Background: an optimization exercise with open tools, aiming at small area and a short achievable clock period. Do not read the settings as production practice. In this exercise RTL edits were held to simulation tests only and were not proved equivalent to the original. Power is estimated from default activity; no workload was simulated.

==> flow/config.mk <==
export PLATFORM = sky130hd
export DESIGN_NAME = SingleCycleMIPS
export DESIGN_NICKNAME = SingleCycleMIPS
export VERILOG_FILES = /design/flow/design.v
export SDC_FILE = /design/flow/constraint.sdc
export NUM_CORES = 4
export LEC_CHECK = 0
export CAP_MARGIN = 10
export CORE_MARGIN = 2
export CORE_UTILIZATION = 60
export PLACE_DENSITY = 0.7
export SETUP_SLACK_MARGIN = 2.4
export SLEW_MARGIN = 10
export SYNTH_HIERARCHICAL = 1
==> flow/constraint.sdc <==
create_clock -name core_clock -period 11.5 [get_ports {CLK}]
set_input_delay 2.3000 -clock core_clock [delete_from_list [all_inputs] [get_ports {CLK}]]
set_output_delay 2.3000 -clock core_clock [all_outputs]
set_load 0.01 [all_outputs]
==> flow/standard.sh <==
#!/bin/bash
# synth_recipe.tcl (not shown) runs the flow's synth.tcl, then flattens the netlist and writes it again
# the make line also repeats each setting of config.mk as NAME=value (left out here)
make -C /OpenROAD-flow-scripts/flow DESIGN_CONFIG=/design/flow/config.mk WORK_HOME=/design/flow/orfs CLKGATE_MAP_FILE= SYNTH_SCRIPT=/design/flow/synth_recipe.tcl "${@:-finish}"
==> flow/design.v <==
module SingleCycleMIPS(
    CLK,
    RST,
    IR_addr,
    IR,
    RF_writedata,
    ReadDataMem,
    CEN,
    WEN,
    A,
    ReadData2,
    OEN
);
input           CLK, RST;
input   [31:0]  IR;
output  [31:0]  IR_addr, RF_writedata;
input   [31:0]  ReadDataMem;
output          CEN;
output          WEN;
output  [ 6:0]  A;
output  [31:0]  ReadData2;
output          OEN;
wire    [5:0]   op = IR[31:26];
wire    [4:0]   rs = IR[25:21];
wire    [4:0]   rt = IR[20:16];
wire    [4:0]   rd = IR[15:11];
wire    [3:0]   fn = IR[3:0];
wire    op_r   = (op == 6'h00);
wire    op_lw  = (op == 6'h23);
wire    op_sw  = (op == 6'h2b);
wire    op_beq = (op == 6'h04);
wire    op_j   = (op == 6'h02);
wire    op_jal = (op == 6'h03);
wire    op_jr  = op_r & (IR[5:0] == 6'h08);
assign CEN = ~(op_lw | op_sw);
assign OEN = ~op_lw;
assign WEN = ~op_sw;
reg     [31:0]  PC;
assign IR_addr = PC;
wire    [31:0]  PC4 = {PC[31:2] + 30'd1, PC[1:0]};
reg     [991:0] R;
reg     [31:1]  V;
wire            RegWrite = op_r | op_lw | op_jal;
wire    [4:0]   Wreg     = op_jal ? 5'd31 : (op_r ? rd : rt);
wire    [31:0]  WriteData;
wire    [31:0]  ReadData1;
reg     [31:1]  we, sel1, sel2;
integer         i;
always @(*)
  for (i = 1; i < 32; i = i + 1) begin
    we[i]   = RegWrite & (Wreg == i);
    sel1[i] = V[i] & (rs == i);
    sel2[i] = V[i] & (rt == i);
  end
wire    [31:1]  hold = ~we & V;
wire    [991:0] Rnext;
genvar          k, j;
generate
  for (k = 1; k < 32; k = k + 1) begin : wrow
    for (j = 0; j < 32; j = j + 1) begin : wbit
      g_ao22 u (.a1(we[k]), .a2(WriteData[j]), .b1(hold[k]), .b2(R[32*(k-1)+j]),
                .y(Rnext[32*(k-1)+j]));
    end
  end
endgenerate
always @(posedge CLK)
  R <= Rnext;
always @(posedge CLK or posedge RST) begin
  if (RST)
    V <= 31'd0;
  else
    V <= V | we;
end
generate
  for (j = 0; j < 32; j = j + 1) begin : rbit
    wire [31:1] col;
    for (k = 1; k < 32; k = k + 1) begin : c
      assign col[k] = R[32*(k-1)+j];
    end
    rf_rbit u1 (.s(sel1), .d(col), .y(ReadData1[j]));
    rf_rbit u2 (.s(sel2), .d(col), .y(ReadData2[j]));
  end
endgenerate
wire    [31:0]  a = ReadData1;
wire    [31:0]  b = ReadData2;
wire            sub    = (fn == 4'b0010) | (fn == 4'b1010);
wire            f_sum  = (fn == 4'b0000) | (fn == 4'b0010);
wire            f_or   = (fn == 4'b0101);
wire            f_slt  = (fn == 4'b1010);
wire            f_and  = ~(f_sum | f_or | f_slt);
wire            alu    = ~(op_jal | op_lw);
wire            s_sum  = alu & f_sum;
wire            s_or   = alu & f_or;
wire            s_and  = alu & f_and;
wire            s_slt  = alu & f_slt;
wire    [31:0]  pn;             
wire    [31:0]  other = ({32{s_or}}   & (a | b)) |
                        ({32{s_and}}  & (a & b)) |
                        ({32{op_jal}} & PC4) |
                        ({32{op_lw}}  & ReadDataMem);
wire    [31:0]  x0, x1;
assign x0[31:1] = ({31{s_sum}} & ~pn[31:1]) | other[31:1];
assign x1[31:1] = ({31{s_sum}} &  pn[31:1]) | other[31:1];
wire            b0   = ({s_sum} & ~pn[0] & ~sub) | ({s_sum} & pn[0] & sub) | other[0];
wire            dsgn = a[31] ^ b[31];
assign x0[0] = s_slt ? (dsgn ? a[31] : ~pn[31]) : b0;
assign x1[0] = s_slt ? (dsgn ? a[31] :  pn[31]) : b0;
alu_core alu_core (.a(a), .b(b), .sub(sub), .nx0(~x0), .nx1(~x1), .pn(pn),
                   .y(RF_writedata), .yw(WriteData));
wire    [8:0]   ea = a[8:0] + IR[8:0];
assign A = ea[8:2];
wire    [16:0]  ba_lo = {1'b0, PC4[17:2]} + {1'b0, IR[15:0]};
wire    [13:0]  ba_hi = (ba_lo[16] & ~IR[15]) ? PC4[31:18] + 14'd1 :
                        (~ba_lo[16] & IR[15]) ? PC4[31:18] - 14'd1 : PC4[31:18];
wire    [31:0]  BranchAddr = {ba_hi, ba_lo[15:0], PC4[1:0]};
wire            taken = op_beq & (a == b);
wire    [31:0]  PCnext = op_jr            ? a :
                         (op_j | op_jal)  ? {PC4[31:28], IR[25:0], 2'b00} :
                         taken            ? BranchAddr : PC4;
always @(posedge CLK or posedge RST) begin
  if (RST)
    PC <= 32'd0;
  else
    PC <= PCnext;
end
endmodule
module rf_rbit(s, d, y);
input   [31:1]  s, d;
output          y;
wire    [10:0]  n;
genvar          g;
generate
  for (g = 0; g < 10; g = g + 1) begin : grp
    g_aoi222 u (.a1(s[3*g+1]), .a2(d[3*g+1]), .b1(s[3*g+2]), .b2(d[3*g+2]),
                .c1(s[3*g+3]), .c2(d[3*g+3]), .y(n[g]));
  end
endgenerate
assign n[10] = ~(s[31] & d[31]);
assign y = ~&n;
endmodule
module alu_core(a, b, sub, nx0, nx1, pn, y, yw);
input   [31:0]  a, b, nx0, nx1;
input           sub;
output  [31:0]  pn, y, yw;
wire    [31:0]  bx, gn;
wire            G1_1;
wire            G1_2;
wire            P1_2;
wire            G1_3;
wire            P1_3;
wire            G1_4;
wire            P1_4;
wire            G1_5;
wire            P1_5;
wire            G1_6;
wire            P1_6;
wire            G1_7;
wire            P1_7;
wire            G1_8;
wire            P1_8;
wire            G1_9;
wire            P1_9;
wire            G1_10;
wire            P1_10;
wire            G1_11;
wire            P1_11;
wire            G1_12;
wire            P1_12;
wire            G1_13;
wire            P1_13;
wire            G1_14;
wire            P1_14;
wire            G1_15;
wire            P1_15;
wire            G1_16;
wire            P1_16;
wire            G1_17;
wire            P1_17;
wire            G1_18;
wire            P1_18;
wire            G1_19;
wire            P1_19;
wire            G1_20;
wire            P1_20;
wire            G1_21;
wire            P1_21;
wire            G1_22;
wire            P1_22;
wire            G1_23;
wire            P1_23;
wire            G1_24;
wire            P1_24;
wire            G1_25;
wire            P1_25;
wire            G1_26;
wire            P1_26;
wire            G1_27;
wire            P1_27;
wire            G1_28;
wire            P1_28;
wire            G1_29;
wire            P1_29;
wire            G1_30;
wire            P1_30;
wire            G1_31;
wire            P1_31;
wire            G2_2;
wire            gn_0_inv;
wire            G2_3;
wire            G2_4;
wire            P2_4;
wire            G2_5;
wire            P2_5;
wire            G2_6;
wire            P2_6;
wire            G2_7;
wire            P2_7;
wire            G2_8;
wire            P2_8;
wire            G2_9;
wire            P2_9;
wire            G2_10;
wire            P2_10;
wire            G2_11;
wire            P2_11;
wire            G2_12;
wire            P2_12;
wire            G2_13;
wire            P2_13;
wire            G2_14;
wire            P2_14;
wire            G2_15;
wire            P2_15;
wire            G2_16;
wire            P2_16;
wire            G2_17;
wire            P2_17;
wire            G2_18;
wire            P2_18;
wire            G2_19;
wire            P2_19;
wire            G2_20;
wire            P2_20;
wire            G2_21;
wire            P2_21;
wire            G2_22;
wire            P2_22;
wire            G2_23;
wire            P2_23;
wire            G2_24;
wire            P2_24;
wire            G2_25;
wire            P2_25;
wire            G2_26;
wire            P2_26;
wire            G2_27;
wire            P2_27;
wire            G2_28;
wire            P2_28;
wire            G2_29;
wire            P2_29;
wire            G2_30;
wire            P2_30;
wire            G2_31;
wire            P2_31;
wire            G3_4;
wire            G3_5;
wire            G1_1_inv;
wire            G3_6;
wire            G3_7;
wire            G3_8;
wire            P3_8;
wire            G3_9;
wire            P3_9;
wire            G3_10;
wire            P3_10;
wire            G3_11;
wire            P3_11;
wire            G3_12;
wire            P3_12;
wire            G3_13;
wire            P3_13;
wire            G3_14;
wire            P3_14;
wire            G3_15;
wire            P3_15;
wire            G3_16;
wire            P3_16;
wire            G3_17;
wire            P3_17;
wire            G3_18;
wire            P3_18;
wire            G3_19;
wire            P3_19;
wire            G3_20;
wire            P3_20;
wire            G3_21;
wire            P3_21;
wire            G3_22;
wire            P3_22;
wire            G3_23;
wire            P3_23;
wire            G3_24;
wire            P3_24;
wire            G3_25;
wire            P3_25;
wire            G3_26;
wire            P3_26;
wire            G3_27;
wire            P3_27;
wire            G3_28;
wire            P3_28;
wire            G3_29;
wire            P3_29;
wire            G3_30;
wire            P3_30;
wire            G3_31;
wire            P3_31;
wire            G4_8;
wire            G4_9;
wire            G4_10;
wire            G2_2_inv;
wire            G4_11;
wire            G2_3_inv;
wire            G4_12;
wire            G4_13;
wire            G4_14;
wire            G4_15;
wire            G4_16;
wire            P4_16;
wire            G4_17;
wire            P4_17;
wire            G4_18;
wire            P4_18;
wire            G4_19;
wire            P4_19;
wire            G4_20;
wire            P4_20;
wire            G4_21;
wire            P4_21;
wire            G4_22;
wire            P4_22;
wire            G4_23;
wire            P4_23;
wire            G4_24;
wire            P4_24;
wire            G4_25;
wire            P4_25;
wire            G4_26;
wire            P4_26;
wire            G4_27;
wire            P4_27;
wire            G4_28;
wire            P4_28;
wire            G4_29;
wire            P4_29;
wire            G4_30;
wire            P4_30;
wire            G4_31;
wire            P4_31;
wire            G5_16;
wire            G5_17;
wire            G5_18;
wire            G5_19;
wire            G5_20;
wire            G3_4_inv;
wire            G5_21;
wire            G3_5_inv;
wire            G5_22;
wire            G3_6_inv;
wire            G5_23;
wire            G3_7_inv;
wire            G5_24;
wire            G5_25;
wire            G5_26;
wire            G5_27;
wire            G5_28;
wire            G5_29;
wire            G5_30;
wire            G5_31;
g_xor2 u1 (.a(b[0]), .b(sub), .y(bx[0]));
g_xnor2 u2 (.a(a[0]), .b(bx[0]), .y(pn[0]));
g_majn u3 (.a(a[0]), .b(bx[0]), .c(sub), .y(gn[0]));
g_xor2 u4 (.a(b[1]), .b(sub), .y(bx[1]));
g_xnor2 u5 (.a(a[1]), .b(bx[1]), .y(pn[1]));
g_nand2 u6 (.a(a[1]), .b(bx[1]), .y(gn[1]));
g_xor2 u7 (.a(b[2]), .b(sub), .y(bx[2]));
g_xnor2 u8 (.a(a[2]), .b(bx[2]), .y(pn[2]));
g_nand2 u9 (.a(a[2]), .b(bx[2]), .y(gn[2]));
g_xor2 u10 (.a(b[3]), .b(sub), .y(bx[3]));
g_xnor2 u11 (.a(a[3]), .b(bx[3]), .y(pn[3]));
g_nand2 u12 (.a(a[3]), .b(bx[3]), .y(gn[3]));
g_xor2 u13 (.a(b[4]), .b(sub), .y(bx[4]));
g_xnor2 u14 (.a(a[4]), .b(bx[4]), .y(pn[4]));
g_nand2 u15 (.a(a[4]), .b(bx[4]), .y(gn[4]));
g_xor2 u16 (.a(b[5]), .b(sub), .y(bx[5]));
g_xnor2 u17 (.a(a[5]), .b(bx[5]), .y(pn[5]));
g_nand2 u18 (.a(a[5]), .b(bx[5]), .y(gn[5]));
g_xor2 u19 (.a(b[6]), .b(sub), .y(bx[6]));
g_xnor2 u20 (.a(a[6]), .b(bx[6]), .y(pn[6]));
g_nand2 u21 (.a(a[6]), .b(bx[6]), .y(gn[6]));
g_xor2 u22 (.a(b[7]), .b(sub), .y(bx[7]));
g_xnor2 u23 (.a(a[7]), .b(bx[7]), .y(pn[7]));
g_nand2 u24 (.a(a[7]), .b(bx[7]), .y(gn[7]));
g_xor2 u25 (.a(b[8]), .b(sub), .y(bx[8]));
g_xnor2 u26 (.a(a[8]), .b(bx[8]), .y(pn[8]));
g_nand2 u27 (.a(a[8]), .b(bx[8]), .y(gn[8]));
g_xor2 u28 (.a(b[9]), .b(sub), .y(bx[9]));
g_xnor2 u29 (.a(a[9]), .b(bx[9]), .y(pn[9]));
g_nand2 u30 (.a(a[9]), .b(bx[9]), .y(gn[9]));
g_xor2 u31 (.a(b[10]), .b(sub), .y(bx[10]));
g_xnor2 u32 (.a(a[10]), .b(bx[10]), .y(pn[10]));
g_nand2 u33 (.a(a[10]), .b(bx[10]), .y(gn[10]));
g_xor2 u34 (.a(b[11]), .b(sub), .y(bx[11]));
g_xnor2 u35 (.a(a[11]), .b(bx[11]), .y(pn[11]));
g_nand2 u36 (.a(a[11]), .b(bx[11]), .y(gn[11]));
g_xor2 u37 (.a(b[12]), .b(sub), .y(bx[12]));
g_xnor2 u38 (.a(a[12]), .b(bx[12]), .y(pn[12]));
g_nand2 u39 (.a(a[12]), .b(bx[12]), .y(gn[12]));
g_xor2 u40 (.a(b[13]), .b(sub), .y(bx[13]));
g_xnor2 u41 (.a(a[13]), .b(bx[13]), .y(pn[13]));
g_nand2 u42 (.a(a[13]), .b(bx[13]), .y(gn[13]));
g_xor2 u43 (.a(b[14]), .b(sub), .y(bx[14]));
g_xnor2 u44 (.a(a[14]), .b(bx[14]), .y(pn[14]));
g_nand2 u45 (.a(a[14]), .b(bx[14]), .y(gn[14]));
g_xor2 u46 (.a(b[15]), .b(sub), .y(bx[15]));
g_xnor2 u47 (.a(a[15]), .b(bx[15]), .y(pn[15]));
g_nand2 u48 (.a(a[15]), .b(bx[15]), .y(gn[15]));
g_xor2 u49 (.a(b[16]), .b(sub), .y(bx[16]));
g_xnor2 u50 (.a(a[16]), .b(bx[16]), .y(pn[16]));
g_nand2 u51 (.a(a[16]), .b(bx[16]), .y(gn[16]));
g_xor2 u52 (.a(b[17]), .b(sub), .y(bx[17]));
g_xnor2 u53 (.a(a[17]), .b(bx[17]), .y(pn[17]));
g_nand2 u54 (.a(a[17]), .b(bx[17]), .y(gn[17]));
g_xor2 u55 (.a(b[18]), .b(sub), .y(bx[18]));
g_xnor2 u56 (.a(a[18]), .b(bx[18]), .y(pn[18]));
g_nand2 u57 (.a(a[18]), .b(bx[18]), .y(gn[18]));
g_xor2 u58 (.a(b[19]), .b(sub), .y(bx[19]));
g_xnor2 u59 (.a(a[19]), .b(bx[19]), .y(pn[19]));
g_nand2 u60 (.a(a[19]), .b(bx[19]), .y(gn[19]));
g_xor2 u61 (.a(b[20]), .b(sub), .y(bx[20]));
g_xnor2 u62 (.a(a[20]), .b(bx[20]), .y(pn[20]));
g_nand2 u63 (.a(a[20]), .b(bx[20]), .y(gn[20]));
g_xor2 u64 (.a(b[21]), .b(sub), .y(bx[21]));
g_xnor2 u65 (.a(a[21]), .b(bx[21]), .y(pn[21]));
g_nand2 u66 (.a(a[21]), .b(bx[21]), .y(gn[21]));
g_xor2 u67 (.a(b[22]), .b(sub), .y(bx[22]));
g_xnor2 u68 (.a(a[22]), .b(bx[22]), .y(pn[22]));
g_nand2 u69 (.a(a[22]), .b(bx[22]), .y(gn[22]));
g_xor2 u70 (.a(b[23]), .b(sub), .y(bx[23]));
g_xnor2 u71 (.a(a[23]), .b(bx[23]), .y(pn[23]));
g_nand2 u72 (.a(a[23]), .b(bx[23]), .y(gn[23]));
g_xor2 u73 (.a(b[24]), .b(sub), .y(bx[24]));
g_xnor2 u74 (.a(a[24]), .b(bx[24]), .y(pn[24]));
g_nand2 u75 (.a(a[24]), .b(bx[24]), .y(gn[24]));
g_xor2 u76 (.a(b[25]), .b(sub), .y(bx[25]));
g_xnor2 u77 (.a(a[25]), .b(bx[25]), .y(pn[25]));
g_nand2 u78 (.a(a[25]), .b(bx[25]), .y(gn[25]));
g_xor2 u79 (.a(b[26]), .b(sub), .y(bx[26]));
g_xnor2 u80 (.a(a[26]), .b(bx[26]), .y(pn[26]));
g_nand2 u81 (.a(a[26]), .b(bx[26]), .y(gn[26]));
g_xor2 u82 (.a(b[27]), .b(sub), .y(bx[27]));
g_xnor2 u83 (.a(a[27]), .b(bx[27]), .y(pn[27]));
g_nand2 u84 (.a(a[27]), .b(bx[27]), .y(gn[27]));
g_xor2 u85 (.a(b[28]), .b(sub), .y(bx[28]));
g_xnor2 u86 (.a(a[28]), .b(bx[28]), .y(pn[28]));
g_nand2 u87 (.a(a[28]), .b(bx[28]), .y(gn[28]));
g_xor2 u88 (.a(b[29]), .b(sub), .y(bx[29]));
g_xnor2 u89 (.a(a[29]), .b(bx[29]), .y(pn[29]));
g_nand2 u90 (.a(a[29]), .b(bx[29]), .y(gn[29]));
g_xor2 u91 (.a(b[30]), .b(sub), .y(bx[30]));
g_xnor2 u92 (.a(a[30]), .b(bx[30]), .y(pn[30]));
g_nand2 u93 (.a(a[30]), .b(bx[30]), .y(gn[30]));
g_xor2 u94 (.a(b[31]), .b(sub), .y(bx[31]));
g_xnor2 u95 (.a(a[31]), .b(bx[31]), .y(pn[31]));
g_nand2 u96 (.a(a[31]), .b(bx[31]), .y(gn[31]));
g_oai21 u97 (.a1(pn[1]), .a2(gn[0]), .b1(gn[1]), .y(G1_1));
g_oai21 u98 (.a1(pn[2]), .a2(gn[1]), .b1(gn[2]), .y(G1_2));
g_nor2 u99 (.a(pn[2]), .b(pn[1]), .y(P1_2));
g_oai21 u100 (.a1(pn[3]), .a2(gn[2]), .b1(gn[3]), .y(G1_3));
g_nor2 u101 (.a(pn[3]), .b(pn[2]), .y(P1_3));
g_oai21 u102 (.a1(pn[4]), .a2(gn[3]), .b1(gn[4]), .y(G1_4));
g_nor2 u103 (.a(pn[4]), .b(pn[3]), .y(P1_4));
g_oai21 u104 (.a1(pn[5]), .a2(gn[4]), .b1(gn[5]), .y(G1_5));
g_nor2 u105 (.a(pn[5]), .b(pn[4]), .y(P1_5));
g_oai21 u106 (.a1(pn[6]), .a2(gn[5]), .b1(gn[6]), .y(G1_6));
g_nor2 u107 (.a(pn[6]), .b(pn[5]), .y(P1_6));
g_oai21 u108 (.a1(pn[7]), .a2(gn[6]), .b1(gn[7]), .y(G1_7));
g_nor2 u109 (.a(pn[7]), .b(pn[6]), .y(P1_7));
g_oai21 u110 (.a1(pn[8]), .a2(gn[7]), .b1(gn[8]), .y(G1_8));
g_nor2 u111 (.a(pn[8]), .b(pn[7]), .y(P1_8));
g_oai21 u112 (.a1(pn[9]), .a2(gn[8]), .b1(gn[9]), .y(G1_9));
g_nor2 u113 (.a(pn[9]), .b(pn[8]), .y(P1_9));
g_oai21 u114 (.a1(pn[10]), .a2(gn[9]), .b1(gn[10]), .y(G1_10));
g_nor2 u115 (.a(pn[10]), .b(pn[9]), .y(P1_10));
g_oai21 u116 (.a1(pn[11]), .a2(gn[10]), .b1(gn[11]), .y(G1_11));
g_nor2 u117 (.a(pn[11]), .b(pn[10]), .y(P1_11));
g_oai21 u118 (.a1(pn[12]), .a2(gn[11]), .b1(gn[12]), .y(G1_12));
g_nor2 u119 (.a(pn[12]), .b(pn[11]), .y(P1_12));
g_oai21 u120 (.a1(pn[13]), .a2(gn[12]), .b1(gn[13]), .y(G1_13));
g_nor2 u121 (.a(pn[13]), .b(pn[12]), .y(P1_13));
g_oai21 u122 (.a1(pn[14]), .a2(gn[13]), .b1(gn[14]), .y(G1_14));
g_nor2 u123 (.a(pn[14]), .b(pn[13]), .y(P1_14));
g_oai21 u124 (.a1(pn[15]), .a2(gn[14]), .b1(gn[15]), .y(G1_15));
g_nor2 u125 (.a(pn[15]), .b(pn[14]), .y(P1_15));
g_oai21 u126 (.a1(pn[16]), .a2(gn[15]), .b1(gn[16]), .y(G1_16));
g_nor2 u127 (.a(pn[16]), .b(pn[15]), .y(P1_16));
g_oai21 u128 (.a1(pn[17]), .a2(gn[16]), .b1(gn[17]), .y(G1_17));
g_nor2 u129 (.a(pn[17]), .b(pn[16]), .y(P1_17));
g_oai21 u130 (.a1(pn[18]), .a2(gn[17]), .b1(gn[18]), .y(G1_18));
g_nor2 u131 (.a(pn[18]), .b(pn[17]), .y(P1_18));
g_oai21 u132 (.a1(pn[19]), .a2(gn[18]), .b1(gn[19]), .y(G1_19));
g_nor2 u133 (.a(pn[19]), .b(pn[18]), .y(P1_19));
g_oai21 u134 (.a1(pn[20]), .a2(gn[19]), .b1(gn[20]), .y(G1_20));
g_nor2 u135 (.a(pn[20]), .b(pn[19]), .y(P1_20));
g_oai21 u136 (.a1(pn[21]), .a2(gn[20]), .b1(gn[21]), .y(G1_21));
g_nor2 u137 (.a(pn[21]), .b(pn[20]), .y(P1_21));
g_oai21 u138 (.a1(pn[22]), .a2(gn[21]), .b1(gn[22]), .y(G1_22));
g_nor2 u139 (.a(pn[22]), .b(pn[21]), .y(P1_22));
g_oai21 u140 (.a1(pn[23]), .a2(gn[22]), .b1(gn[23]), .y(G1_23));
g_nor2 u141 (.a(pn[23]), .b(pn[22]), .y(P1_23));
g_oai21 u142 (.a1(pn[24]), .a2(gn[23]), .b1(gn[24]), .y(G1_24));
g_nor2 u143 (.a(pn[24]), .b(pn[23]), .y(P1_24));
g_oai21 u144 (.a1(pn[25]), .a2(gn[24]), .b1(gn[25]), .y(G1_25));
g_nor2 u145 (.a(pn[25]), .b(pn[24]), .y(P1_25));
g_oai21 u146 (.a1(pn[26]), .a2(gn[25]), .b1(gn[26]), .y(G1_26));
g_nor2 u147 (.a(pn[26]), .b(pn[25]), .y(P1_26));
g_oai21 u148 (.a1(pn[27]), .a2(gn[26]), .b1(gn[27]), .y(G1_27));
g_nor2 u149 (.a(pn[27]), .b(pn[26]), .y(P1_27));
g_oai21 u150 (.a1(pn[28]), .a2(gn[27]), .b1(gn[28]), .y(G1_28));
g_nor2 u151 (.a(pn[28]), .b(pn[27]), .y(P1_28));
g_oai21 u152 (.a1(pn[29]), .a2(gn[28]), .b1(gn[29]), .y(G1_29));
g_nor2 u153 (.a(pn[29]), .b(pn[28]), .y(P1_29));
g_oai21 u154 (.a1(pn[30]), .a2(gn[29]), .b1(gn[30]), .y(G1_30));
g_nor2 u155 (.a(pn[30]), .b(pn[29]), .y(P1_30));
g_oai21 u156 (.a1(pn[31]), .a2(gn[30]), .b1(gn[31]), .y(G1_31));
g_nor2 u157 (.a(pn[31]), .b(pn[30]), .y(P1_31));
g_inv u158 (.a(gn[0]), .y(gn_0_inv));
g_aoi21 u159 (.a1(P1_2), .a2(gn_0_inv), .b1(G1_2), .y(G2_2));
g_aoi21 u160 (.a1(P1_3), .a2(G1_1), .b1(G1_3), .y(G2_3));
g_aoi21 u161 (.a1(P1_4), .a2(G1_2), .b1(G1_4), .y(G2_4));
g_nand2 u162 (.a(P1_4), .b(P1_2), .y(P2_4));
g_aoi21 u163 (.a1(P1_5), .a2(G1_3), .b1(G1_5), .y(G2_5));
g_nand2 u164 (.a(P1_5), .b(P1_3), .y(P2_5));
g_aoi21 u165 (.a1(P1_6), .a2(G1_4), .b1(G1_6), .y(G2_6));
g_nand2 u166 (.a(P1_6), .b(P1_4), .y(P2_6));
g_aoi21 u167 (.a1(P1_7), .a2(G1_5), .b1(G1_7), .y(G2_7));
g_nand2 u168 (.a(P1_7), .b(P1_5), .y(P2_7));
g_aoi21 u169 (.a1(P1_8), .a2(G1_6), .b1(G1_8), .y(G2_8));
g_nand2 u170 (.a(P1_8), .b(P1_6), .y(P2_8));
g_aoi21 u171 (.a1(P1_9), .a2(G1_7), .b1(G1_9), .y(G2_9));
g_nand2 u172 (.a(P1_9), .b(P1_7), .y(P2_9));
g_aoi21 u173 (.a1(P1_10), .a2(G1_8), .b1(G1_10), .y(G2_10));
g_nand2 u174 (.a(P1_10), .b(P1_8), .y(P2_10));
g_aoi21 u175 (.a1(P1_11), .a2(G1_9), .b1(G1_11), .y(G2_11));
g_nand2 u176 (.a(P1_11), .b(P1_9), .y(P2_11));
g_aoi21 u177 (.a1(P1_12), .a2(G1_10), .b1(G1_12), .y(G2_12));
g_nand2 u178 (.a(P1_12), .b(P1_10), .y(P2_12));
g_aoi21 u179 (.a1(P1_13), .a2(G1_11), .b1(G1_13), .y(G2_13));
g_nand2 u180 (.a(P1_13), .b(P1_11), .y(P2_13));
g_aoi21 u181 (.a1(P1_14), .a2(G1_12), .b1(G1_14), .y(G2_14));
g_nand2 u182 (.a(P1_14), .b(P1_12), .y(P2_14));
g_aoi21 u183 (.a1(P1_15), .a2(G1_13), .b1(G1_15), .y(G2_15));
g_nand2 u184 (.a(P1_15), .b(P1_13), .y(P2_15));
g_aoi21 u185 (.a1(P1_16), .a2(G1_14), .b1(G1_16), .y(G2_16));
g_nand2 u186 (.a(P1_16), .b(P1_14), .y(P2_16));
g_aoi21 u187 (.a1(P1_17), .a2(G1_15), .b1(G1_17), .y(G2_17));
g_nand2 u188 (.a(P1_17), .b(P1_15), .y(P2_17));
g_aoi21 u189 (.a1(P1_18), .a2(G1_16), .b1(G1_18), .y(G2_18));
g_nand2 u190 (.a(P1_18), .b(P1_16), .y(P2_18));
g_aoi21 u191 (.a1(P1_19), .a2(G1_17), .b1(G1_19), .y(G2_19));
g_nand2 u192 (.a(P1_19), .b(P1_17), .y(P2_19));
g_aoi21 u193 (.a1(P1_20), .a2(G1_18), .b1(G1_20), .y(G2_20));
g_nand2 u194 (.a(P1_20), .b(P1_18), .y(P2_20));
g_aoi21 u195 (.a1(P1_21), .a2(G1_19), .b1(G1_21), .y(G2_21));
g_nand2 u196 (.a(P1_21), .b(P1_19), .y(P2_21));
g_aoi21 u197 (.a1(P1_22), .a2(G1_20), .b1(G1_22), .y(G2_22));
g_nand2 u198 (.a(P1_22), .b(P1_20), .y(P2_22));
g_aoi21 u199 (.a1(P1_23), .a2(G1_21), .b1(G1_23), .y(G2_23));
g_nand2 u200 (.a(P1_23), .b(P1_21), .y(P2_23));
g_aoi21 u201 (.a1(P1_24), .a2(G1_22), .b1(G1_24), .y(G2_24));
g_nand2 u202 (.a(P1_24), .b(P1_22), .y(P2_24));
g_aoi21 u203 (.a1(P1_25), .a2(G1_23), .b1(G1_25), .y(G2_25));
g_nand2 u204 (.a(P1_25), .b(P1_23), .y(P2_25));
g_aoi21 u205 (.a1(P1_26), .a2(G1_24), .b1(G1_26), .y(G2_26));
g_nand2 u206 (.a(P1_26), .b(P1_24), .y(P2_26));
g_aoi21 u207 (.a1(P1_27), .a2(G1_25), .b1(G1_27), .y(G2_27));
g_nand2 u208 (.a(P1_27), .b(P1_25), .y(P2_27));
g_aoi21 u209 (.a1(P1_28), .a2(G1_26), .b1(G1_28), .y(G2_28));
g_nand2 u210 (.a(P1_28), .b(P1_26), .y(P2_28));
g_aoi21 u211 (.a1(P1_29), .a2(G1_27), .b1(G1_29), .y(G2_29));
g_nand2 u212 (.a(P1_29), .b(P1_27), .y(P2_29));
g_aoi21 u213 (.a1(P1_30), .a2(G1_28), .b1(G1_30), .y(G2_30));
g_nand2 u214 (.a(P1_30), .b(P1_28), .y(P2_30));
g_aoi21 u215 (.a1(P1_31), .a2(G1_29), .b1(G1_31), .y(G2_31));
g_nand2 u216 (.a(P1_31), .b(P1_29), .y(P2_31));
g_oai21 u217 (.a1(P2_4), .a2(gn[0]), .b1(G2_4), .y(G3_4));
g_inv u218 (.a(G1_1), .y(G1_1_inv));
g_oai21 u219 (.a1(P2_5), .a2(G1_1_inv), .b1(G2_5), .y(G3_5));
g_oai21 u220 (.a1(P2_6), .a2(G2_2), .b1(G2_6), .y(G3_6));
g_oai21 u221 (.a1(P2_7), .a2(G2_3), .b1(G2_7), .y(G3_7));
g_oai21 u222 (.a1(P2_8), .a2(G2_4), .b1(G2_8), .y(G3_8));
g_nor2 u223 (.a(P2_8), .b(P2_4), .y(P3_8));
g_oai21 u224 (.a1(P2_9), .a2(G2_5), .b1(G2_9), .y(G3_9));
g_nor2 u225 (.a(P2_9), .b(P2_5), .y(P3_9));
g_oai21 u226 (.a1(P2_10), .a2(G2_6), .b1(G2_10), .y(G3_10));
g_nor2 u227 (.a(P2_10), .b(P2_6), .y(P3_10));
g_oai21 u228 (.a1(P2_11), .a2(G2_7), .b1(G2_11), .y(G3_11));
g_nor2 u229 (.a(P2_11), .b(P2_7), .y(P3_11));
g_oai21 u230 (.a1(P2_12), .a2(G2_8), .b1(G2_12), .y(G3_12));
g_nor2 u231 (.a(P2_12), .b(P2_8), .y(P3_12));
g_oai21 u232 (.a1(P2_13), .a2(G2_9), .b1(G2_13), .y(G3_13));
g_nor2 u233 (.a(P2_13), .b(P2_9), .y(P3_13));
g_oai21 u234 (.a1(P2_14), .a2(G2_10), .b1(G2_14), .y(G3_14));
g_nor2 u235 (.a(P2_14), .b(P2_10), .y(P3_14));
g_oai21 u236 (.a1(P2_15), .a2(G2_11), .b1(G2_15), .y(G3_15));
g_nor2 u237 (.a(P2_15), .b(P2_11), .y(P3_15));
g_oai21 u238 (.a1(P2_16), .a2(G2_12), .b1(G2_16), .y(G3_16));
g_nor2 u239 (.a(P2_16), .b(P2_12), .y(P3_16));
g_oai21 u240 (.a1(P2_17), .a2(G2_13), .b1(G2_17), .y(G3_17));
g_nor2 u241 (.a(P2_17), .b(P2_13), .y(P3_17));
g_oai21 u242 (.a1(P2_18), .a2(G2_14), .b1(G2_18), .y(G3_18));
g_nor2 u243 (.a(P2_18), .b(P2_14), .y(P3_18));
g_oai21 u244 (.a1(P2_19), .a2(G2_15), .b1(G2_19), .y(G3_19));
g_nor2 u245 (.a(P2_19), .b(P2_15), .y(P3_19));
g_oai21 u246 (.a1(P2_20), .a2(G2_16), .b1(G2_20), .y(G3_20));
g_nor2 u247 (.a(P2_20), .b(P2_16), .y(P3_20));
g_oai21 u248 (.a1(P2_21), .a2(G2_17), .b1(G2_21), .y(G3_21));
g_nor2 u249 (.a(P2_21), .b(P2_17), .y(P3_21));
g_oai21 u250 (.a1(P2_22), .a2(G2_18), .b1(G2_22), .y(G3_22));
g_nor2 u251 (.a(P2_22), .b(P2_18), .y(P3_22));
g_oai21 u252 (.a1(P2_23), .a2(G2_19), .b1(G2_23), .y(G3_23));
g_nor2 u253 (.a(P2_23), .b(P2_19), .y(P3_23));
g_oai21 u254 (.a1(P2_24), .a2(G2_20), .b1(G2_24), .y(G3_24));
g_nor2 u255 (.a(P2_24), .b(P2_20), .y(P3_24));
g_oai21 u256 (.a1(P2_25), .a2(G2_21), .b1(G2_25), .y(G3_25));
g_nor2 u257 (.a(P2_25), .b(P2_21), .y(P3_25));
g_oai21 u258 (.a1(P2_26), .a2(G2_22), .b1(G2_26), .y(G3_26));
g_nor2 u259 (.a(P2_26), .b(P2_22), .y(P3_26));
g_oai21 u260 (.a1(P2_27), .a2(G2_23), .b1(G2_27), .y(G3_27));
g_nor2 u261 (.a(P2_27), .b(P2_23), .y(P3_27));
g_oai21 u262 (.a1(P2_28), .a2(G2_24), .b1(G2_28), .y(G3_28));
g_nor2 u263 (.a(P2_28), .b(P2_24), .y(P3_28));
g_oai21 u264 (.a1(P2_29), .a2(G2_25), .b1(G2_29), .y(G3_29));
g_nor2 u265 (.a(P2_29), .b(P2_25), .y(P3_29));
g_oai21 u266 (.a1(P2_30), .a2(G2_26), .b1(G2_30), .y(G3_30));
g_nor2 u267 (.a(P2_30), .b(P2_26), .y(P3_30));
g_oai21 u268 (.a1(P2_31), .a2(G2_27), .b1(G2_31), .y(G3_31));
g_nor2 u269 (.a(P2_31), .b(P2_27), .y(P3_31));
g_aoi21 u270 (.a1(P3_8), .a2(gn_0_inv), .b1(G3_8), .y(G4_8));
g_aoi21 u271 (.a1(P3_9), .a2(G1_1), .b1(G3_9), .y(G4_9));
g_inv u272 (.a(G2_2), .y(G2_2_inv));
g_aoi21 u273 (.a1(P3_10), .a2(G2_2_inv), .b1(G3_10), .y(G4_10));
g_inv u274 (.a(G2_3), .y(G2_3_inv));
g_aoi21 u275 (.a1(P3_11), .a2(G2_3_inv), .b1(G3_11), .y(G4_11));
g_aoi21 u276 (.a1(P3_12), .a2(G3_4), .b1(G3_12), .y(G4_12));
g_aoi21 u277 (.a1(P3_13), .a2(G3_5), .b1(G3_13), .y(G4_13));
g_aoi21 u278 (.a1(P3_14), .a2(G3_6), .b1(G3_14), .y(G4_14));
g_aoi21 u279 (.a1(P3_15), .a2(G3_7), .b1(G3_15), .y(G4_15));
g_aoi21 u280 (.a1(P3_16), .a2(G3_8), .b1(G3_16), .y(G4_16));
g_nand2 u281 (.a(P3_16), .b(P3_8), .y(P4_16));
g_aoi21 u282 (.a1(P3_17), .a2(G3_9), .b1(G3_17), .y(G4_17));
g_nand2 u283 (.a(P3_17), .b(P3_9), .y(P4_17));
g_aoi21 u284 (.a1(P3_18), .a2(G3_10), .b1(G3_18), .y(G4_18));
g_nand2 u285 (.a(P3_18), .b(P3_10), .y(P4_18));
g_aoi21 u286 (.a1(P3_19), .a2(G3_11), .b1(G3_19), .y(G4_19));
g_nand2 u287 (.a(P3_19), .b(P3_11), .y(P4_19));
g_aoi21 u288 (.a1(P3_20), .a2(G3_12), .b1(G3_20), .y(G4_20));
g_nand2 u289 (.a(P3_20), .b(P3_12), .y(P4_20));
g_aoi21 u290 (.a1(P3_21), .a2(G3_13), .b1(G3_21), .y(G4_21));
g_nand2 u291 (.a(P3_21), .b(P3_13), .y(P4_21));
g_aoi21 u292 (.a1(P3_22), .a2(G3_14), .b1(G3_22), .y(G4_22));
g_nand2 u293 (.a(P3_22), .b(P3_14), .y(P4_22));
g_aoi21 u294 (.a1(P3_23), .a2(G3_15), .b1(G3_23), .y(G4_23));
g_nand2 u295 (.a(P3_23), .b(P3_15), .y(P4_23));
g_aoi21 u296 (.a1(P3_24), .a2(G3_16), .b1(G3_24), .y(G4_24));
g_nand2 u297 (.a(P3_24), .b(P3_16), .y(P4_24));
g_aoi21 u298 (.a1(P3_25), .a2(G3_17), .b1(G3_25), .y(G4_25));
g_nand2 u299 (.a(P3_25), .b(P3_17), .y(P4_25));
g_aoi21 u300 (.a1(P3_26), .a2(G3_18), .b1(G3_26), .y(G4_26));
g_nand2 u301 (.a(P3_26), .b(P3_18), .y(P4_26));
g_aoi21 u302 (.a1(P3_27), .a2(G3_19), .b1(G3_27), .y(G4_27));
g_nand2 u303 (.a(P3_27), .b(P3_19), .y(P4_27));
g_aoi21 u304 (.a1(P3_28), .a2(G3_20), .b1(G3_28), .y(G4_28));
g_nand2 u305 (.a(P3_28), .b(P3_20), .y(P4_28));
g_aoi21 u306 (.a1(P3_29), .a2(G3_21), .b1(G3_29), .y(G4_29));
g_nand2 u307 (.a(P3_29), .b(P3_21), .y(P4_29));
g_aoi21 u308 (.a1(P3_30), .a2(G3_22), .b1(G3_30), .y(G4_30));
g_nand2 u309 (.a(P3_30), .b(P3_22), .y(P4_30));
g_aoi21 u310 (.a1(P3_31), .a2(G3_23), .b1(G3_31), .y(G4_31));
g_nand2 u311 (.a(P3_31), .b(P3_23), .y(P4_31));
g_oai21 u312 (.a1(P4_16), .a2(gn[0]), .b1(G4_16), .y(G5_16));
g_oai21 u313 (.a1(P4_17), .a2(G1_1_inv), .b1(G4_17), .y(G5_17));
g_oai21 u314 (.a1(P4_18), .a2(G2_2), .b1(G4_18), .y(G5_18));
g_oai21 u315 (.a1(P4_19), .a2(G2_3), .b1(G4_19), .y(G5_19));
g_inv u316 (.a(G3_4), .y(G3_4_inv));
g_oai21 u317 (.a1(P4_20), .a2(G3_4_inv), .b1(G4_20), .y(G5_20));
g_inv u318 (.a(G3_5), .y(G3_5_inv));
g_oai21 u319 (.a1(P4_21), .a2(G3_5_inv), .b1(G4_21), .y(G5_21));
g_inv u320 (.a(G3_6), .y(G3_6_inv));
g_oai21 u321 (.a1(P4_22), .a2(G3_6_inv), .b1(G4_22), .y(G5_22));
g_inv u322 (.a(G3_7), .y(G3_7_inv));
g_oai21 u323 (.a1(P4_23), .a2(G3_7_inv), .b1(G4_23), .y(G5_23));
g_oai21 u324 (.a1(P4_24), .a2(G4_8), .b1(G4_24), .y(G5_24));
g_oai21 u325 (.a1(P4_25), .a2(G4_9), .b1(G4_25), .y(G5_25));
g_oai21 u326 (.a1(P4_26), .a2(G4_10), .b1(G4_26), .y(G5_26));
g_oai21 u327 (.a1(P4_27), .a2(G4_11), .b1(G4_27), .y(G5_27));
g_oai21 u328 (.a1(P4_28), .a2(G4_12), .b1(G4_28), .y(G5_28));
g_oai21 u329 (.a1(P4_29), .a2(G4_13), .b1(G4_29), .y(G5_29));
g_oai21 u330 (.a1(P4_30), .a2(G4_14), .b1(G4_30), .y(G5_30));
g_oai21 u331 (.a1(P4_31), .a2(G4_15), .b1(G4_31), .y(G5_31));
g_mux2i u332 (.a0(nx0[0]), .a1(nx1[0]), .s(G5_30), .y(y[0]));
g_mux2i u333 (.a0(nx0[0]), .a1(nx1[0]), .s(G5_30), .y(yw[0]));
g_mux2i u334 (.a0(nx0[1]), .a1(nx1[1]), .s(gn_0_inv), .y(y[1]));
g_mux2i u335 (.a0(nx0[1]), .a1(nx1[1]), .s(gn_0_inv), .y(yw[1]));
g_mux2i u336 (.a0(nx0[2]), .a1(nx1[2]), .s(G1_1), .y(y[2]));
g_mux2i u337 (.a0(nx0[2]), .a1(nx1[2]), .s(G1_1), .y(yw[2]));
g_mux2i u338 (.a0(nx0[3]), .a1(nx1[3]), .s(G2_2_inv), .y(y[3]));
g_mux2i u339 (.a0(nx0[3]), .a1(nx1[3]), .s(G2_2_inv), .y(yw[3]));
g_mux2i u340 (.a0(nx0[4]), .a1(nx1[4]), .s(G2_3_inv), .y(y[4]));
g_mux2i u341 (.a0(nx0[4]), .a1(nx1[4]), .s(G2_3_inv), .y(yw[4]));
g_mux2i u342 (.a0(nx0[5]), .a1(nx1[5]), .s(G3_4), .y(y[5]));
g_mux2i u343 (.a0(nx0[5]), .a1(nx1[5]), .s(G3_4), .y(yw[5]));
g_mux2i u344 (.a0(nx0[6]), .a1(nx1[6]), .s(G3_5), .y(y[6]));
g_mux2i u345 (.a0(nx0[6]), .a1(nx1[6]), .s(G3_5), .y(yw[6]));
g_mux2i u346 (.a0(nx0[7]), .a1(nx1[7]), .s(G3_6), .y(y[7]));
g_mux2i u347 (.a0(nx0[7]), .a1(nx1[7]), .s(G3_6), .y(yw[7]));
g_mux2i u348 (.a0(nx0[8]), .a1(nx1[8]), .s(G3_7), .y(y[8]));
g_mux2i u349 (.a0(nx0[8]), .a1(nx1[8]), .s(G3_7), .y(yw[8]));
g_mux2i u350 (.a0(nx1[9]), .a1(nx0[9]), .s(G4_8), .y(y[9]));
g_mux2i u351 (.a0(nx1[9]), .a1(nx0[9]), .s(G4_8), .y(yw[9]));
g_mux2i u352 (.a0(nx1[10]), .a1(nx0[10]), .s(G4_9), .y(y[10]));
g_mux2i u353 (.a0(nx1[10]), .a1(nx0[10]), .s(G4_9), .y(yw[10]));
g_mux2i u354 (.a0(nx1[11]), .a1(nx0[11]), .s(G4_10), .y(y[11]));
g_mux2i u355 (.a0(nx1[11]), .a1(nx0[11]), .s(G4_10), .y(yw[11]));
g_mux2i u356 (.a0(nx1[12]), .a1(nx0[12]), .s(G4_11), .y(y[12]));
g_mux2i u357 (.a0(nx1[12]), .a1(nx0[12]), .s(G4_11), .y(yw[12]));
g_mux2i u358 (.a0(nx1[13]), .a1(nx0[13]), .s(G4_12), .y(y[13]));
g_mux2i u359 (.a0(nx1[13]), .a1(nx0[13]), .s(G4_12), .y(yw[13]));
g_mux2i u360 (.a0(nx1[14]), .a1(nx0[14]), .s(G4_13), .y(y[14]));
g_mux2i u361 (.a0(nx1[14]), .a1(nx0[14]), .s(G4_13), .y(yw[14]));
g_mux2i u362 (.a0(nx1[15]), .a1(nx0[15]), .s(G4_14), .y(y[15]));
g_mux2i u363 (.a0(nx1[15]), .a1(nx0[15]), .s(G4_14), .y(yw[15]));
g_mux2i u364 (.a0(nx1[16]), .a1(nx0[16]), .s(G4_15), .y(y[16]));
g_mux2i u365 (.a0(nx1[16]), .a1(nx0[16]), .s(G4_15), .y(yw[16]));
g_mux2i u366 (.a0(nx0[17]), .a1(nx1[17]), .s(G5_16), .y(y[17]));
g_mux2i u367 (.a0(nx0[17]), .a1(nx1[17]), .s(G5_16), .y(yw[17]));
g_mux2i u368 (.a0(nx0[18]), .a1(nx1[18]), .s(G5_17), .y(y[18]));
g_mux2i u369 (.a0(nx0[18]), .a1(nx1[18]), .s(G5_17), .y(yw[18]));
g_mux2i u370 (.a0(nx0[19]), .a1(nx1[19]), .s(G5_18), .y(y[19]));
g_mux2i u371 (.a0(nx0[19]), .a1(nx1[19]), .s(G5_18), .y(yw[19]));
g_mux2i u372 (.a0(nx0[20]), .a1(nx1[20]), .s(G5_19), .y(y[20]));
g_mux2i u373 (.a0(nx0[20]), .a1(nx1[20]), .s(G5_19), .y(yw[20]));
g_mux2i u374 (.a0(nx0[21]), .a1(nx1[21]), .s(G5_20), .y(y[21]));
g_mux2i u375 (.a0(nx0[21]), .a1(nx1[21]), .s(G5_20), .y(yw[21]));
g_mux2i u376 (.a0(nx0[22]), .a1(nx1[22]), .s(G5_21), .y(y[22]));
g_mux2i u377 (.a0(nx0[22]), .a1(nx1[22]), .s(G5_21), .y(yw[22]));
g_mux2i u378 (.a0(nx0[23]), .a1(nx1[23]), .s(G5_22), .y(y[23]));
g_mux2i u379 (.a0(nx0[23]), .a1(nx1[23]), .s(G5_22), .y(yw[23]));
g_mux2i u380 (.a0(nx0[24]), .a1(nx1[24]), .s(G5_23), .y(y[24]));
g_mux2i u381 (.a0(nx0[24]), .a1(nx1[24]), .s(G5_23), .y(yw[24]));
g_mux2i u382 (.a0(nx0[25]), .a1(nx1[25]), .s(G5_24), .y(y[25]));
g_mux2i u383 (.a0(nx0[25]), .a1(nx1[25]), .s(G5_24), .y(yw[25]));
g_mux2i u384 (.a0(nx0[26]), .a1(nx1[26]), .s(G5_25), .y(y[26]));
g_mux2i u385 (.a0(nx0[26]), .a1(nx1[26]), .s(G5_25), .y(yw[26]));
g_mux2i u386 (.a0(nx0[27]), .a1(nx1[27]), .s(G5_26), .y(y[27]));
g_mux2i u387 (.a0(nx0[27]), .a1(nx1[27]), .s(G5_26), .y(yw[27]));
g_mux2i u388 (.a0(nx0[28]), .a1(nx1[28]), .s(G5_27), .y(y[28]));
g_mux2i u389 (.a0(nx0[28]), .a1(nx1[28]), .s(G5_27), .y(yw[28]));
g_mux2i u390 (.a0(nx0[29]), .a1(nx1[29]), .s(G5_28), .y(y[29]));
g_mux2i u391 (.a0(nx0[29]), .a1(nx1[29]), .s(G5_28), .y(yw[29]));
g_mux2i u392 (.a0(nx0[30]), .a1(nx1[30]), .s(G5_29), .y(y[30]));
g_mux2i u393 (.a0(nx0[30]), .a1(nx1[30]), .s(G5_29), .y(yw[30]));
g_mux2i u394 (.a0(nx0[31]), .a1(nx1[31]), .s(G5_30), .y(y[31]));
g_mux2i u395 (.a0(nx0[31]), .a1(nx1[31]), .s(G5_30), .y(yw[31]));
endmodule
module g_inv(a, y);
input   a;
output  y;
assign y = ~a;
endmodule
module g_nand2(a, b, y);
input   a, b;
output  y;
assign y = ~(a & b);
endmodule
module g_nor2(a, b, y);
input   a, b;
output  y;
assign y = ~(a | b);
endmodule
module g_xor2(a, b, y);
input   a, b;
output  y;
assign y = a ^ b;
endmodule
module g_xnor2(a, b, y);
input   a, b;
output  y;
assign y = ~(a ^ b);
endmodule
module g_aoi21(a1, a2, b1, y);
input   a1, a2, b1;
output  y;
assign y = ~((a1 & a2) | b1);
endmodule
module g_oai21(a1, a2, b1, y);
input   a1, a2, b1;
output  y;
assign y = ~((a1 | a2) & b1);
endmodule
module g_mux2i(a0, a1, s, y);
input   a0, a1, s;
output  y;
assign y = ~(s ? a1 : a0);
endmodule
module g_majn(a, b, c, y);
input   a, b, c;
output  y;
assign y = ~((a & b) | (c & (a | b)));
endmodule
module g_ao22(a1, a2, b1, b2, y);
input   a1, a2, b1, b2;
output  y;
assign y = (a1 & a2) | (b1 & b2);
endmodule
module g_aoi222(a1, a2, b1, b2, c1, c2, y);
input   a1, a2, b1, b2, c1, c2;
output  y;
assign y = ~((a1 & a2) | (b1 & b2) | (c1 & c2));
endmodule
==> flow/flow/run.sh <==
#!/bin/bash
# The standard layout (standard.sh), with two changes made through ORFS
# variables: the port buffers start as buf_2 (timing repair sizes up the
# critical ones), and clock tree synthesis uses clkbuf_8 and inserts no dummy
# loads. make's full output goes to standard.log here; ORFS keeps each step's
# log under orfs/logs/.
set -euo pipefail
export BUFFER_PORTS_ARGS="-buffer_cell sky130_fd_sc_hd__buf_2"
export CTS_ARGS="-sink_clustering_enable -repair_clock_nets -dont_use_dummy_load -buf_list sky130_fd_sc_hd__clkbuf_8"
bash standard.sh > standard.log 2>&1
==> notes.md <==
metal layers:
metal  vias to the layer above  share of wire
li1                      20100              -
met3                      1167           0.18
met5                         -         0.0018
met2                      5112           0.39
met1                     23800           0.34
met4                        18          0.089
power groups by stage:
stage / combinational (W) / clock (W) / sequential [W]
after floorplan: 0.000522 / 0 / 0.00385
after global placement: 0.000820 / 0 / 0.00387
after detailed placement: 0.000830 / 0 / 0.00387
after CTS: 0.000841 / 0.00266 / 0.00379
after global routing: 0.000939 / 0.00282 / 0.00380
final: 0.000899 / 0.00269 / 0.00380
cells by family after synthesis:
kind of cell	Yosys count
muxes	77
AOI/OAI and AO/OA	2093
DFF	1055
xor gates and xnor gates	122
buffers and inverters	138
adders and majority gates	91
and+or+nand+nor	791
through the flow:
| stage | area (µm²) | instances | util | worst slack [ps] |
|---|---|---|---|---|
| floorplan | 47600 | 4367 | - | 3140 |
| global placement | 51300 | 5667 | 0.652 | 1580 |
| detailed placement | 51300 | 5667 | 0.652 | 1550 |
| CTS | 54800 | 5880 | 0.696 | 2370 |
| global route | 56200 | 5938 | 0.714 | 2340 |
| finish | 56200 | 5940 | 0.714 | 2120 |
modules after synthesis (local to each module, per instance), excerpt:
module	copies in the design	flip-flops and latches	cell area [µm²]	cells inside
g_inv	8	0	3.75	1
g_nor2	52	0	3.75	1
g_aoi222	640	0	10.0	1
g_ao22	992	0	8.76	1
rf_rbit	64	0	27.5	4
g_nand2	72	0	3.75	1
SingleCycleMIPS	1	1055	28200	2093
g_majn	1	0	12.5	2
g_mux2i	64	0	10.0	1
g_xnor2	32	0	8.76	1
g_aoi21	52	0	8.76	1
g_oai21	72	0	5.00	1
critical path, delay by kind of cell:
family / cells / cell delay, ps
muxes: 1 / 200
and+or+nand+nor: 7 / 1780
xor gates and xnor gates: 1 / 230
AOI/OAI and AO/OA: 3 / 1730
buffers and inverters: 4 / 790
worst max-delay path by stage:
| stage | start | end | slack (ps) | depth (start not counted) |
|---|---|---|---|---|
| 6_report | IR[22] | RF_writedata[0] | 2120 | 16 |
| 5_1_grt | IR[19] | RF_writedata[0] | 2340 | 18 |
| 4_1_cts | IR[20] | RF_writedata[24] | 2370 | 17 |
| 3_5_place_dp | IR[17] | RF_writedata[30] | 1550 | 17 |
| 3_3_place_gp | IR[20] | RF_writedata[20] | 1580 | 17 |
| 2_1_floorplan | IR[16] | RF_writedata[30] | 3140 | 15 |
synth_stat cells, drive strengths merged, types with 12 or more instances:
cell type,count,area (µm²)
or2,30,188
ha,90,1130
dfxtp,992,19900
dfrtp,63,1580
a211oi,15,140
o21ai,126,638
nand3,35,175
clkbuf,41,214
a222oi,640,6410
o221ai,13,114
inv,92,345
a21oi,116,780
xnor2,67,587
and2,12,75.1
nor2b,40,250
o21a,15,113
xor2,55,482
nor2,173,649
a2111o,64,721
mux2i,75,751
and3,75,473
nor3,20,116
a22o,992,8690
nand2,205,769
nand4,152,996
a22oi,42,320
nor4,15,130
flip-flops by register name, summed over array words and instances, names as in the netlist:
register / count
PC: 32
R: 992
V: 31
layout make-up:
class | count | share of cell area
Clock buffer | 170 | 0.0416
Antenna cell | 3 | 0.000134
Sequential cell | 1055 | 0.381
Timing Repair Buffer | 396 | 0.0498
Tap cell | 1050 | 0.0234
Inverter | 92 | 0.00621
Multi-Input combinational cell | 3174 | 0.498
what timing repair did:
| item | CTS | global route |
|---|---|---|
| endpoints found under the setup margin | 32 | 30 |
| pin swaps | 76 | 138 |
| setup buffers | 43 | 53 |
| gates resized for setup | 191 | 196 |
| cloned | 0 | 3 |
==> summary.md <==
| Metric | Value |
|---|---|
| CTS Buf Count | 170 |
| Cells after synthesis | 4367 |
| CTS root buf | clkbuf_8 |
| Row Count | 103 |
| Pre-Repair DR Iteration Count | 17 |
| H-tree depth | 4 |
| Register area share after synthesis | 0.450 |
| Latest clock arrival within the worst-skew pair | 890 ps |
| Clock Power Share | 0.364 |
| Post-synthesis mux area share | 0.0162 |
| Avg WL per Cell | roughly 38 µm |
| Final hold vios | 0 |
| Initial core utilization | 0.605 |
| Syn avg cell area | 10.9 µm² |
| Kind of critical path | primary input to primary output |
| Synth Area in Simple Gates | 0.0861 |
| Final ANT Viol Nets | 0 |
| Detailed-route wire length | 225 mm |
| Die height | 286 µm |
| # port buffers | 171 |
| RSZ-0062 raised after global routing | false |
| Global Route Usage Sum | 0.520 |
| I/O pin count | 172 |
| Die width | approximately 290 µm |
| Vias | around 50000 |
| Sequential power share | 0.514 |
| R2R Path Start | V[22] |
| Slew HR | 0.0656 |
| Crit-path max FO | 19 |
| Routed vias/inst | 8.44 |
| GR Util met3 | 0.229 |
| Syn. warnings | 7 |
| Clock transition at path regs | about 50 ps |
| P&R area growth vs syn | 18.1% |
| Total power | between 0.007 and 0.008 W |
| GR Util met1 | 0.660 |
| Combinational power share | 0.122 |
| P_sw | roughly 0.0021 W |
| Leading cell types in the layout, fill and taps excluded | dfxtp_1 (992), a22o_1 (992), a222oi_1 (640), buf_4 (204), nand2_1 (189) |
| # setup viols final | 0 |
| Reg2Reg Capture Point | PC[24] |
| Setup crit start kind | primary input |
| Post-synthesis net count | approximately 4500 |
| Setup TNS | 0 ps |
| Hold_sp | R[49] |
| Core area | between 0.07 and 0.08 mm² |
| Setup crit end kind | primary output |
| Largest net degree at the start of global routing | 64 |
| Hold Buf Count CTS | 0 |
| Clock sink total | 1055 |
| Initial antenna violation count | 8 |
| Max Slew Vio Count | 0 |
| Int Pwr | between 0.005 and 0.006 W |
| Main flop type after synthesis | dfxtp_1 |
| M2 GR Usage | 0.710 |
| Worst Skew | about 100 ps |
| Switching Fraction | 0.285 |
| Vias in the first global route | 45300 |
| Initial DRC count | 12100 |
| Type of the worst min-delay path | flop to flop |
| Hold endpoint | R[49] |
| # fillers | approximately 5900 |
| Max stage delay on crit path | ~760 ps |
| Maxcap violations | 0 |
| Die area | slightly above 0.08 mm² |
| Post-synthesis register bit count | ~1100 |
| Peak supply drop | ~0.12 mV |
| CP Cell Sequence | buf_2 -> and2_1 -> and3_4 -> buf_4 -> a222oi_1 -> nand4_1 -> a2111o_2 -> xnor2_2 -> nor2_2 -> nand2_1 -> nor2_2 -> nand2_1 -> o21ai_2 -> buf_6 -> mux2i_1 -> buf_2 |
| GRT busiest layer | met2 |
| Number of synthesized flops with an enable pin | 0 |
| Adder-Cell Fraction of Synth Area | 0.0241 |
| Crit path max-delay cell type | a2111o_2 |
| Routability Congestion | between 1 and 1.5 |
| WHS Path Cells | 1 |
| # nets final | approximately 5000 |
| Hold WS | approximately 500 ps |
| R2R Setup Slk | roughly 5400 ps |
| Worst EP required | 9200 ps |
| Share of cells above drive strength 1 | 0.204 |
| Grt total ovfl | 0 |
| Leak | approximately 21 nW |
| Final Critical Period | between 9000 and 10000 ps |
| Multi-input logic area | ~0.028 mm² |
| First-pass GRT wire length | about 320 mm |
| Storage element area | 0.0214 mm² |
| Max Buffers Root-to-Sink | 3 |
| Largest family of logic cells by synthesized area | compound AO/OA/AOI/OAI gates |
| Post-synthesis compound-gate area fraction | 0.389 |
| CP Data Arrival Time | a little over 7000 ps |
| Detail Placement HPWL | roughly 140 mm |
| CTS tree | done |
| Drc violations | 0 |
| R2R depth | 15 |
| Post-synthesis cell area | between 0.04 and 0.05 mm² |
| Pwr dens | 131 mW/mm² |
| Worst-Margin Slew | ~1400 ps |
| Area share of xor/xnor cells in the synthesized design | 0.0224 |
| Status | finished clean |
| Yosys cell types | around 80 |
| Async S/R FF share, synth | 0.0597 |
| Fin crit share | 0.815 |
| Fmax | roughly 110 MHz |

separate check: timing with driven ports:
In the flow no input, the clock included, has a driving cell. The finished layout below was timed again as built, in two steps. Step 1: set_driving_cell puts a clkbuf_16 on CLK and a buf_2 on each other input, an assumption about the parent block. Step 2 also shifts input and output timing later by t, the mid clock arrival at the registers, as if the neighbouring blocks saw the same clock. Slacks: no drivers / after step 1 / after step 2; pairs: no drivers / after step 1.
t (ns): 0.907
setup WS [ns]: 2.122 / 2.094 / 2.094
worst hold slack (ns): 0.497 / 0.497 / 0.497
worst setup path after step 2: input to output
worst register clock-pin slew, ns: 0.07 / 0.07
After both steps this run still meets setup and hold. For this run, drivers alone change the setup slack by -0.028 ns; drivers and shift together by -0.028 ns.
